What follows belongs to an exercise in optimizing a design on an open flow for small area, a short achievable clock period and few clock cycles; a production flow would make more cautious choices. RTL that was checked went through simulation tests only; none was proved equivalent to the original.

## v6
## TriSolve4x4
module TriSolve4x4(
    input              clk,
    input              rst,
    input              start,
    input      [511:0] L_in,
    input      [511:0] U_in,
    input      [127:0] b_in,
    output reg         done,
    output     [127:0] x_out
);
For scale: ~6,000 cells after synthesis, roughly 280 flip-flops, roughly 1,300 I/O pins, roughly 42,000 um^2 of cells after synthesis.
==> flow/config.mk <==
export PLATFORM = sky130hd
export DESIGN_NAME = TriSolve4x4
export DESIGN_NICKNAME = TriSolve4x4
export VERILOG_FILES = /design/flow/design.v
export SDC_FILE = /design/flow/constraint.sdc
export NUM_CORES = 8
export LEC_CHECK = 0
export ABC_AREA = 1
export CAP_MARGIN = 20
export CORE_AREA = 3 3 447 447
export CTS_BUF_LIST = sky130_fd_sc_hd__clkbuf_8 sky130_fd_sc_hd__clkbuf_4
export DIE_AREA = 0 0 450 450
export SLEW_MARGIN = 20
==> flow/constraint.sdc <==
create_clock -name core_clock -period 150.0 [get_ports {clk}]
set_input_delay 30.0000 -clock core_clock [delete_from_list [all_inputs] [get_ports {clk}]]
set_output_delay 30.0000 -clock core_clock [all_outputs]
set_load 0.01 [all_outputs]
standard.sh (not shown) runs the stock make flow with config.mk's settings and CLKGATE_MAP_FILE= SYNTH_SCRIPT=/design/flow/synth_recipe.tcl, a recipe that flattens the netlist after the stock synthesis.
==> flow/flow/run.sh <==
#!/bin/bash
# The standard layout (standard.sh: the standard flow's synthesis and ORFS flow), except
# that the port buffers are plain buf_1 cells instead of the default choice.
# Every input and output port still gets its own buffer.
set -euo pipefail
bash standard.sh "BUFFER_PORTS_ARGS=-buffer_cell sky130_fd_sc_hd__buf_1" finish > standard_flow.log 2>&1
Testbench counts of v6, summed over its fixed seeds: cycles 5,520.
#### Input delta (v7 over v6)
-- flow/design.v --
<<< v6, line 166
  assign x_out = {slot3, slot2, slot1, slot0};
  reg  [3:0]  sg;        
  reg         busy;
  reg         fix;       
>>> v7, line 166
  assign x_out = {slot3, slot2, slot1, slot0};
  reg  [3:0]  sg;        
  reg  [3:0]  ff;        
  reg  [3:0]  ydn;       
  reg  [3:0]  xdn;       
  reg         busy;
  reg         fix;       
<<< v6, line 192
  wire [3:0]  mpn = mp + 4'd1;
  wire [3:0]  dpn = dp + 4'd1;
  reg  [11:0] mnx;
  reg  [7:0]  dnx;
  wire [31:0] opbn = ({32{mnx[0]}} & mw0) | ({32{mnx[1]}} & mw1) | ({32{mnx[2]}} & mw2)
                   | ({32{mnx[3]}} & mw3) | ({32{mnx[4]}} & mw4) | ({32{mnx[5]}} & mw5)
>>> v7, line 195
  wire [3:0]  mpn = mp + 4'd1;
  wire [3:0]  dpn = dp + 4'd1;
  wire [11:0] mnx = busy ? (12'd1 << mpn) : 12'd1;
  wire [7:0]  dnx = busy ? (8'd1 << dpn[2:0]) : 8'd1;
  wire [31:0] opbn = ({32{mnx[0]}} & mw0) | ({32{mnx[1]}} & mw1) | ({32{mnx[2]}} & mw2)
                   | ({32{mnx[3]}} & mw3) | ({32{mnx[4]}} & mw4) | ({32{mnx[5]}} & mw5)
<<< v6, line 212
  wire [3:0] rowdone_f = {mp > 4'd5, mp > 4'd3, mp > 4'd0, 1'b1};
  wire       fold0 = prefold & (dp[2:0] == 3'd0);
  wire [3:0] ddone = {dp > 4'd3, dp > 4'd2, dp > 4'd1, dp > 4'd0};
  wire [3:0] yrdy = (ddone & rowdone_f) | {3'b0, fold0};
  wire [3:0] xdn  = {dp > 4'd4, dp > 4'd5, dp > 4'd6, dp > 4'd7};
  wire       srcrdy = mbwd ? xdn[mj] : yrdy[mj];
  function [31:0] sel4;
>>> v7, line 215
  wire [3:0] rowdone_f = {mp > 4'd5, mp > 4'd3, mp > 4'd0, 1'b1};
  wire       fold0 = prefold & (dp[2:0] == 3'd0);
  wire [3:0] yrdy = ydn | (ff & rowdone_f) | {3'b0, fold0};
  wire       srcrdy = mbwd ? xdn[mj] : yrdy[mj];
  function [31:0] sel4;
<<< v6, line 427
      dr  <= drn;
      if (start) begin
        mnx <= 12'd2;
        dnx <= 8'd2;
      end
      if (start) begin
        mp    <= 4'd0;
        ch    <= 2'd0;
        dp    <= 4'd0;
        sg    <= 4'd0;
        dbusy <= 1'b0;
        fix   <= 1'b0;
>>> v7, line 428
      dr  <= drn;
      if (start) begin
        mp    <= 4'd0;
        ch    <= 2'd0;
        dp    <= 4'd0;
        sg    <= 4'd0;
        ff    <= 4'd0;
        ydn   <= 4'd0;
        xdn   <= 4'd0;
        dbusy <= 1'b0;
        fix   <= 1'b0;
<<< v6, line 446
          ch  <= 2'd0;
          opb <= opbn;
          mnx <= {mnx[10:0], 1'b0};
        end else
          ch <= ch + 2'd1;
      end
      if (s_div) begin
>>> v7, line 446
          ch  <= 2'd0;
          opb <= opbn;
        end else
          ch <= ch + 2'd1;
      end
      if (prefold)
        ff[drow] <= 1'b1;
      if (setup && (s_res || s_zero)) begin
        if (!dfwd) xdn[drow] <= 1'b1;
        else       ydn[drow] <= 1'b1;
      end
      if (s_div) begin
<<< v6, line 462
        rr <= sr;
        sc <= sc - 6'd1;
        if (dfin)
          dbusy <= 1'b0;
      end
      if (dadv) begin
        dp  <= dpn;
        dr  <= drn;
        dnx <= {dnx[6:0], 1'b0};
      end
      if (all_end && sg_n == 4'd0) begin
        mnx <= 12'd1;
        dnx <= 8'd1;
      end
    end
    if (rst) begin
      mnx <= 12'd1;
      dnx <= 8'd1;
    end
  end
>>> v7, line 467
        rr <= sr;
        sc <= sc - 6'd1;
        if (dfin) begin
          dbusy <= 1'b0;
          if (!dfwd) xdn[drow] <= 1'b1;
          else       ydn[drow] <= 1'b1;
        end
      end
      if (dadv) begin
        dp  <= dpn;
        dr  <= drn;
      end
    end
  end
Notes after the runs:
v7 gives more cell area after technology mapping than v6 did.
v7: layout overhead on the synthesized area is 0.15 points higher than what v6 reported.
On buffering overhead, v6 tracks v7 almost exactly.
Compared to v6, the routing of v7 uses more wire.
The cell with the biggest individual delay on the critical path comes out sky130_fd_sc_hd__a2111oi_1 in one run and sky130_fd_sc_hd__a221oi_1 in the other, namely in v7 and v6 respectively.
The maximum frequency in v7 sits about 0.6% below the value recorded for v6.
In v7, the relative slew slack came out 9.9 points above the value in v6.
Diff v6 -> v7 | number of inserted filler cells in the final layout | decrease of 167
The RTL of v7 was laid out without a check of its function.

========
== wip/violet ==
Another version of the RTL of TriSolve4x4 (not shown whole).
Size in the first run: ~290 flip-flops, about 1,300 I/O pins, ~0.045 mm² of cells after synthesis.
export LEC_CHECK = 0
export ABC_AREA = 1
export CAP_MARGIN = 20
export CORE_AREA = 3 3 447 447
export CTS_BUF_LIST = sky130_fd_sc_hd__clkbuf_8 sky130_fd_sc_hd__clkbuf_4
export DIE_AREA = 0 0 450 450
export PLACE_DENSITY = 0.85
export SLEW_MARGIN = 20
create_clock -name core_clock -period 150.0 [get_ports {clk}]
==> flow/flow/run.sh <==
#!/bin/bash
# The standard layout (standard.sh: the standard flow's synthesis and ORFS flow) with two
# changes to how it is made:
#  - the port buffers are plain buf_1 cells instead of the default choice
#    (every input and output port still gets its own buffer);
#  - before pin placement, flow/pins.tcl groups, bit by bit, the input pins
#    that feed the same register bit and the output pins of that bit, so that
#    each bit's input multiplexer and output wires stay local.
set -euo pipefail
bash standard.sh "BUFFER_PORTS_ARGS=-buffer_cell sky130_fd_sc_hd__buf_1" \
  "PRE_IO_PLACEMENT_TCL=$PWD/flow/pins.tcl" finish > standard_flow.log 2>&1
==> flow/flow/pins.tcl <==
for {set b 0} {$b < 32} {incr b} {
  set pins {}
  foreach w {4 8 12 9 13 14 0 5 10 15} { lappend pins "L_in\[[expr {$w*32+$b}]\]" }
  foreach w {11 7 6 3 2 1} { lappend pins "U_in\[[expr {$w*32+$b}]\]" }
  foreach w {15 10 5 0} { lappend pins "U_in\[[expr {$w*32+$b}]\]" }
  foreach k {0 1 2 3} { lappend pins "b_in\[[expr {$k*32+$b}]\]" }
  foreach k {0 1 2 3} { lappend pins "x_out\[[expr {$k*32+$b}]\]" }
  set_io_pin_constraint -group -order -pin_names $pins
}
wip/violet finished every stage and its layout cleared the timing, DRC and antenna checks.
Testbench counts of wip/violet, summed over its fixed seeds: cycles 4,672.
What wip/quartz does differently from wip/violet at the input level:
diff --git a/flow/design.v b/flow/design.v
--- a/flow/design.v
+++ b/flow/design.v
@@ -252,45 +252,37 @@
   reg  [3:0]  mio, mjo;     
   wire [31:0] sa = ({32{mio[0]}} & slot0) | ({32{mio[1]}} & slot1) | ({32{mio[2]}} & slot2) | ({32{mio[3]}} & slot3);
   wire [31:0] sb = ({32{mjo[0]}} & slot0) | ({32{mjo[1]}} & slot1) | ({32{mjo[2]}} & slot2) | ({32{mjo[3]}} & slot3);
   wire [31:0] sd = sel4(didx, slot0, slot1, slot2, slot3);
   wire        fits = (&opb[31:11]) | ~(|opb[31:11]);
   reg  [11:0] dg;
   reg  [31:0] mc;
   always @* begin
-    if (ch == 2'd0) begin
+    if (wstep) begin
+      dg = 12'd1;
+      mc = dr;
+    end else if (ch == 2'd0) begin
       dg = opb[11:0];
       mc = sb;
     end else if (ch == 2'd1) begin
       dg = {1'b0, opb[10:0]};
       mc = sb;
     end else if (ch == 2'd2) begin
       dg = {1'b0, opb[21:11]};
       mc = {sb[20:0], 11'd0};
     end else begin
       dg = {{2{opb[31]}}, opb[31:22]};
       mc = {sb[9:0], 22'd0};
     end
   end
   wire [3:0]  sgx = sg | {3'b0, fold0 & d_mone};
-  wire        flip = sgx[mj] ^ (mbwd & sg[mi]);
-  wire [31:0] acc  = sa;
+  wire        flip = wstep ? dr[31] : (sgx[mj] ^ (mbwd & sg[mi]));
   wire [31:0] wx   = {sd[30:0], nq[31]};
-  wire [31:0] wy   = dr ^ {32{~dr[31]}};
-  reg  [31:0] wt;          
-  reg         wc;
-  integer w;
-  always @* begin
-    wc = ~dr[31];
-    for (w = 0; w < 32; w = w + 1) begin
-      wt[w] = wx[w] ^ wy[w] ^ wc;
-      wc = (wx[w] & wy[w]) | (wc & (wx[w] ^ wy[w]));
-    end
-  end
+  wire [31:0] acc  = wstep ? wx : sa;
   wire [12:0] dge = {dg, 1'b0};
   reg  [31:0] row0, row1, row2, row3, row4, row5;
   reg  [31:0] negs;
   reg  [31:0] sel;
   reg         one, two, neg;
   reg  [2:0]  bt;
   integer k, b;
   always @* begin
@@ -383,32 +375,32 @@
     st = {ci_r, ci_n};
     for (s = 0; s < 6; s = s + 1)
       st = r4step(st[W+31:32], st[31:0], d8, d8x3);
     r6 = st[W+31:32];
     n6 = st[31:0];
   end
   wire [W-1:0] sr = r6;
   wire [31:0]  sn = n6;
-  wire        wq = ~wt[31];                            
+  wire        wq = ~macres[31];                        
   wire [31:0] qn = dwide ? {nq[30:0], wq} : sn;
   wire        dfin = dbusy & (sc == 6'd1);
   reg         ones_r;
   wire [W-1:0] dm1 = d8 - 1'b1;
   wire        c6f = ones & (r6 == dm1);
   wire        c8f = ones_r & ~dwide & (sr == dm1);
   wire [31:0] dwin = fix ? sd : dbusy ? qn : wset ? mag : n6;
   wire        dwx  = fix | (dbusy ? qsg : ~wset & qsnow);
   wire        dwc  = fix | (dbusy ? (qsg ^ c8f) : wset ? ones : (qsnow ^ c6f));
   wire [31:0] dwv  = (dwin ^ {32{dwx}}) + {31'd0, dwc};
   wire        szw = setup & ((s_zero & ~s_res) | (s_div & ~dnar));
   wire        dwr = dfin | fix | szw | s_fin;
   wire [1:0]  dwrow = fix ? fixrow : drow;
   wire [31:0] dwdata = szw ? 32'd0 : dwv;
-  wire [31:0] wrem = wq ? wt : wx;
+  wire [31:0] wrem = wq ? macres : wx;
   wire        dadv = prefold | dfin | (setup & (s_res | s_zero)) | s_fin;
   reg [3:0] sg_n;
   always @* begin
     sg_n = sg;
     if (prefold) sg_n[drow] = d_mone;
     if (setup & s_res) sg_n[drow] = nsg ^ d_mone;
     if ((setup & s_zero & ~s_res) | dfin | s_fin) sg_n[drow] = 1'b0;
     if (fix) sg_n[fixrow] = 1'b0;
==> comparison <==
- NOTE: share of the clock period used by the worst path in wip/quartz exceeds that of wip/violet
- | number of filler instances in the final layout | wip/quartz vs wip/violet | 284 higher |
- Wire length (wip/quartz vs. wip/violet) decreases slightly
- For the first-pass GRT wire length, wip/quartz came in 5400 µm higher than wip/violet did.
- Between wip/quartz and wip/violet, the core utilization figures differ only marginally.
- wip/quartz leaves less setup margin than wip/violet.
- From wip/violet to wip/quartz the numbers moved as follows: non-clock buffer total of the final layout moved up; average wire per cell in the routed design moved down; synthesis-to-finish area growth moved up; setup clock skew after layout moved down.
- Compared wip/quartz vs wip/violet, and clock insertion delay at the later pin of the skew report is down in wip/quartz.
For wip/quartz, only the layout was checked, not whether the RTL still works.

re-timing with driven ports:
The results above use ideal ports. As a check the final layouts listed here were re-extracted and re-timed, cells and wires unchanged.
Step 1: set_driving_cell puts a clkbuf_16 on clk and a buf_2 on each other input, an assumption about the parent block.
Step 2 times the ports against the registers' clock, not the clock port: input delays grow and output delays shrink by t, the midpoint of the rising clock arrivals with the driver on.
Three values: no drivers, after step 1, after step 2; two values: the first two.
| run | shift t [ns] | setup slack, ns | worst setup path at the end | slew at the worst register clock pin (ns) | worst data-port slew with drivers (ns) |
|---|---|---|---|---|---|
| v6 | 0.766 | 117.435 / 117.474 / 116.708 | input to register | 0.08 / 0.08 | 0.36 |
| v7 | 0.756 | 117.242 / 117.300 / 116.544 | input to register | 0.07 / 0.07 | 0.45 |
| wip/violet | 0.826 | 118.188 / 118.123 / 117.582 | input to register | 0.09 / 0.09 | 0.18 |
| wip/quartz | 0.807 | 117.503 / 117.503 / 117.503 | register to register | 0.09 / 0.09 | 0.09 |
After both steps every run listed still meets setup and hold. The setup slack of v6, which loses most, moves by +0.039 ns with the drivers and by -0.727 ns with both steps.
